This is an optimization exercise on Yosys and OpenROAD, whose aim is a short achievable clock period and few clock cycles, not a production implementation. Where RTL was checked, it was by simulation tests only, not by an equivalence proof against the original. No activity file was given, so power comes from the tool's default toggle rates.

==> flow/design.v (excerpt) <==
module CPU(
 input clk,
 input rst,
 output [9:0] imem_addr,
 input  [19:0] imem_rdata,
 output [9:0] dmem_addr,
 output [19:0] dmem_wdata,
 output dmem_we,
 input  [19:0] dmem_rdata
);
Size: about 2800 cells after synthesis, ~530 flip-flops, roughly 83 I/O pins, roughly 30000 um2 of cells after synthesis.
make LEC_CHECK=0 ABC_CLOCK_PERIOD_IN_PS=2200 CAP_MARGIN=20 CORE_MARGIN=2 CORE_UTILIZATION=40 SETUP_SLACK_MARGIN=4.8 SLEW_MARGIN=20 TNS_END_PERCENT=100 finish   # period 7.0 ns
run.sh (not shown) runs the stock make flow with config.mk's settings and CLKGATE_MAP_FILE= SYNTH_SCRIPT=/design/flow/synth_recipe.tcl, a recipe that flattens the netlist after the stock synthesis.
The baseline passed the timing, DRC and antenna checks.
Testbench counts at the start, summed over its fixed seeds: cycles 23,081.
Edit:
--- a/flow/design.v
+++ b/flow/design.v
@@ -72,40 +72,44 @@
 );
  reg  [9:0] fpc;           
  reg        dv;            
  reg  [9:0] dpc, dpc1;     
  assign imem_addr = fpc;
  wire [9:0] fpc_inc = fpc + 10'd1;
  wire [19:0] di = imem_rdata;
  wire [3:0]  dop = di[19:16];
  wire d_jump = dop == 4'h8;
  wire d_br   = dop[3] & (dop[2] | (dop[1] & dop[0]));
  wire d_back = d_br & di[7];
- wire [9:0] d_jt, d_bt;
- ks_add #(10, 4) d_jadd (.a(dpc1), .b(di[9:0]), .s(d_jt));
- ks_add #(10, 4) d_badd (.a(dpc1), .b({{5{di[7]}}, di[7:3]}), .s(d_bt));
+ reg  [4:0] dhi_p1, dhi_m1;        
+ wire [5:0] d_jlo = {1'b0, dpc1[4:0]} + {1'b0, di[4:0]};
+ wire [4:0] d_jhi0 = dpc1[9:5] + di[9:5];
+ wire [4:0] d_jhi1 = dhi_p1 + di[9:5];
+ wire [9:0] d_jt = {d_jlo[5] ? d_jhi1 : d_jhi0, d_jlo[4:0]};
+ wire [5:0] d_blo = {1'b0, dpc1[4:0]} + {1'b0, di[7:3]};
+ wire [4:0] d_bhi = di[7] ? (d_blo[5] ? dpc1[9:5] : dhi_m1) : (d_blo[5] ? dhi_p1 : dpc1[9:5]);
+ wire [9:0] d_bt = {d_bhi, d_blo[4:0]};
  reg  [19:0] ir;
  reg         rv;           
  reg  [9:0]  rpc, rpc1;
  reg         rhold;        
  reg         r_bp;         
  reg         r_fb;         
  wire [3:0]  rop = ir[19:16];
  wire r_alu = ~rop[3];
  wire r_jmp = rop == 4'h8;
  wire r_ld  = rop == 4'h9;
  wire r_st  = rop == 4'hA;
  wire r_br  = rop[3] & (rop[2] | (rop[1] & rop[0]));
  wire r_fbv = rv & r_fb;
- wire [3:0] ra_addr = rop[3] ? ir[15:12] : ir[11:8];
- wire [3:0] rb_addr = rop[3] ? ir[11:8]  : ir[7:4];
+ reg  [3:0] ra_addr, rb_addr;     
  wire [9:0] r_bt, r_jt;
  ks_add #(10, 4) r_badd (.a(rpc1), .b({{5{ir[7]}}, ir[7:3]}), .s(r_bt));
  ks_add #(10, 4) r_jadd (.a(rpc1), .b(ir[9:0]), .s(r_jt));
  wire [9:0] r_succ = r_jmp ? r_jt : rpc1;
  wire d_alu = ~dop[3];
  wire d_st  = dop == 4'hA;
  wire [3:0] d_aa = dop[3] ? di[15:12] : di[11:8];
  wire [3:0] d_ba = dop[3] ? di[11:8]  : di[7:4];
  wire d_usea = d_alu | d_st | d_br;
  wire d_useb = (d_alu & ~dop[0]) | d_br;
  wire d_lu = dv & rv & ~rhold & r_ld &
@@ -159,49 +163,54 @@
    for (i = 0; i < 16; i = i + 1) rf[i] <= 20'd0;
   end else if (w_wr) begin
    rf[w_dst] <= w_val;
   end
  end
  wire e_fwd = ev & e_wr & ~e_ld;
  wire [19:0] fa = (e_fwd & (e_dst == ra_addr)) ? e_res :
                   (w_wr & (w_dst == ra_addr)) ? w_val : rf[ra_addr];
  wire [19:0] fb = (e_fwd & (e_dst == rb_addr)) ? e_res :
                   (w_wr & (w_dst == rb_addr)) ? w_val : rf[rb_addr];
  wire r_go = rv & ~rhold & ~killR;      
- wire [9:0] fpc_d = d_jr ? d_jt : d_bk ? d_bt : d_lu ? fpc : fpc_inc;
- wire       dv_d  = d_jr ? 1'b0 : d_bk ? ~d_lu : ~d_lu;
+ wire [9:0] fpc_d = (rhold & dv) ? dpc : d_jr ? d_jt : d_bk ? d_bt : fpc_inc;
+ wire       dv_d  = ~(rhold & dv) & ~d_jr & ~(d_bk & d_lu);
  wire [9:0] fpc_t = redir_t ? e_t    : keepf_t ? fpc_inc : fpc_d;
  wire [9:0] fpc_n = redir_n ? addr_n : keepf_n ? fpc_inc : fpc_d;
  wire       dv_t  = redir_t ? 1'b0 : keepf_t ? 1'b1 : dv_d;
  wire       dv_n  = redir_n ? 1'b0 : keepf_n ? 1'b1 : dv_d;
  always @(posedge clk) begin
   if (rst) begin
    fpc <= 10'd1;           
    dv <= 1'b1;
-   dpc <= 10'd0; dpc1 <= 10'd1;
+   dpc <= 10'd0; dpc1 <= 10'd1; dhi_p1 <= 5'd1; dhi_m1 <= 5'd31;
+   ra_addr <= 4'd0; rb_addr <= 4'd0;
    rv <= 1'b0; rhold <= 1'b0; r_bp <= 1'b0; r_fb <= 1'b0;
    ir <= 20'd0; rpc <= 10'd0; rpc1 <= 10'd0;
    ev <= 1'b0;
    e_wr <= 1'b0; e_ld <= 1'b0; e_br <= 1'b0; e_bp <= 1'b0;
    e_dst <= 4'd0; e_fs <= 4'd0; e_nzp <= 3'd0; e_t <= 10'd0; e_f <= 10'd0;
    ea <= 20'd0; eb <= 20'd0;
    dma <= 10'd0; dmw <= 20'd0; dmwe <= 1'b0;
    w_res <= 20'd0; w_wr <= 1'b0; w_ld <= 1'b0; w_dst <= 4'd0;
   end else begin
    dpc <= fpc;
    dpc1 <= fpc_inc;
+   dhi_p1 <= fpc_inc[9:5] + 5'd1;
+   dhi_m1 <= fpc_inc[9:5] - 5'd1;
    fpc <= e_taken ? fpc_t : fpc_n;
    dv <= e_taken ? dv_t : dv_n;
    rhold <= d_lu & ~killD;
    if (!rhold) begin
     ir <= di;
+    ra_addr <= dop[3] ? di[15:12] : di[11:8];
+    rb_addr <= dop[3] ? di[11:8]  : di[7:4];
     rpc <= dpc;
     rpc1 <= dpc1;
     rv <= dv & ~killD & ~(d_jump & ~r_fbv);
     r_bp <= d_bk;
     r_fb <= d_bk & ~d_lu;
    end
    ev <= r_go;
    e_wr <= r_go & (r_alu | r_ld);
    e_ld <= r_ld;
    e_br <= r_br;
    e_bp <= r_bp;
Synthesized area climbs by 0.58%; total power increases by 8.7%; non-clock buffer count came out lower by 42; core utilization shrinks by 3.0 points; synthesized cell count decreases by 7.7%; clock power increases by about 3%; setup slack is worse by 740 ps; sequential power rises by 8.2%; final area goes down by 3.6%; cell count fell by 5.7%; routed wire length falls by 5.8%.
For the second run of this note, only the layout was checked, not whether the RTL still works.

==> re-timing with driven ports <==
Ports are ideal in the flow. The routed layouts listed here were re-timed in OpenROAD.
Step 1, drivers: a clkbuf_16 drives clk and a buf_2 each remaining input, both assumed.
Step 2 also shifts input and output timing later by t, the mid clock arrival at the registers, as if the neighbouring blocks saw the same clock.
Slacks: no drivers / after step 1 / after step 2; pairs: no drivers / after step 1.
run | t (ns) | setup slack, ns | hold WS [ns] | worst setup path at the end
the first run | 0.745 | 3.896 / 3.896 / 3.215 | 0.459 / 0.459 / 0.459 | input to register
the second run | 0.735 | 3.158 / 3.181 / 2.446 | 0.469 / 0.469 / 0.469 | input to register
After both steps every run listed still meets setup and hold. The setup slack of the second run, which loses most, moves by +0.023 ns with the drivers and by -0.712 ns with both steps.
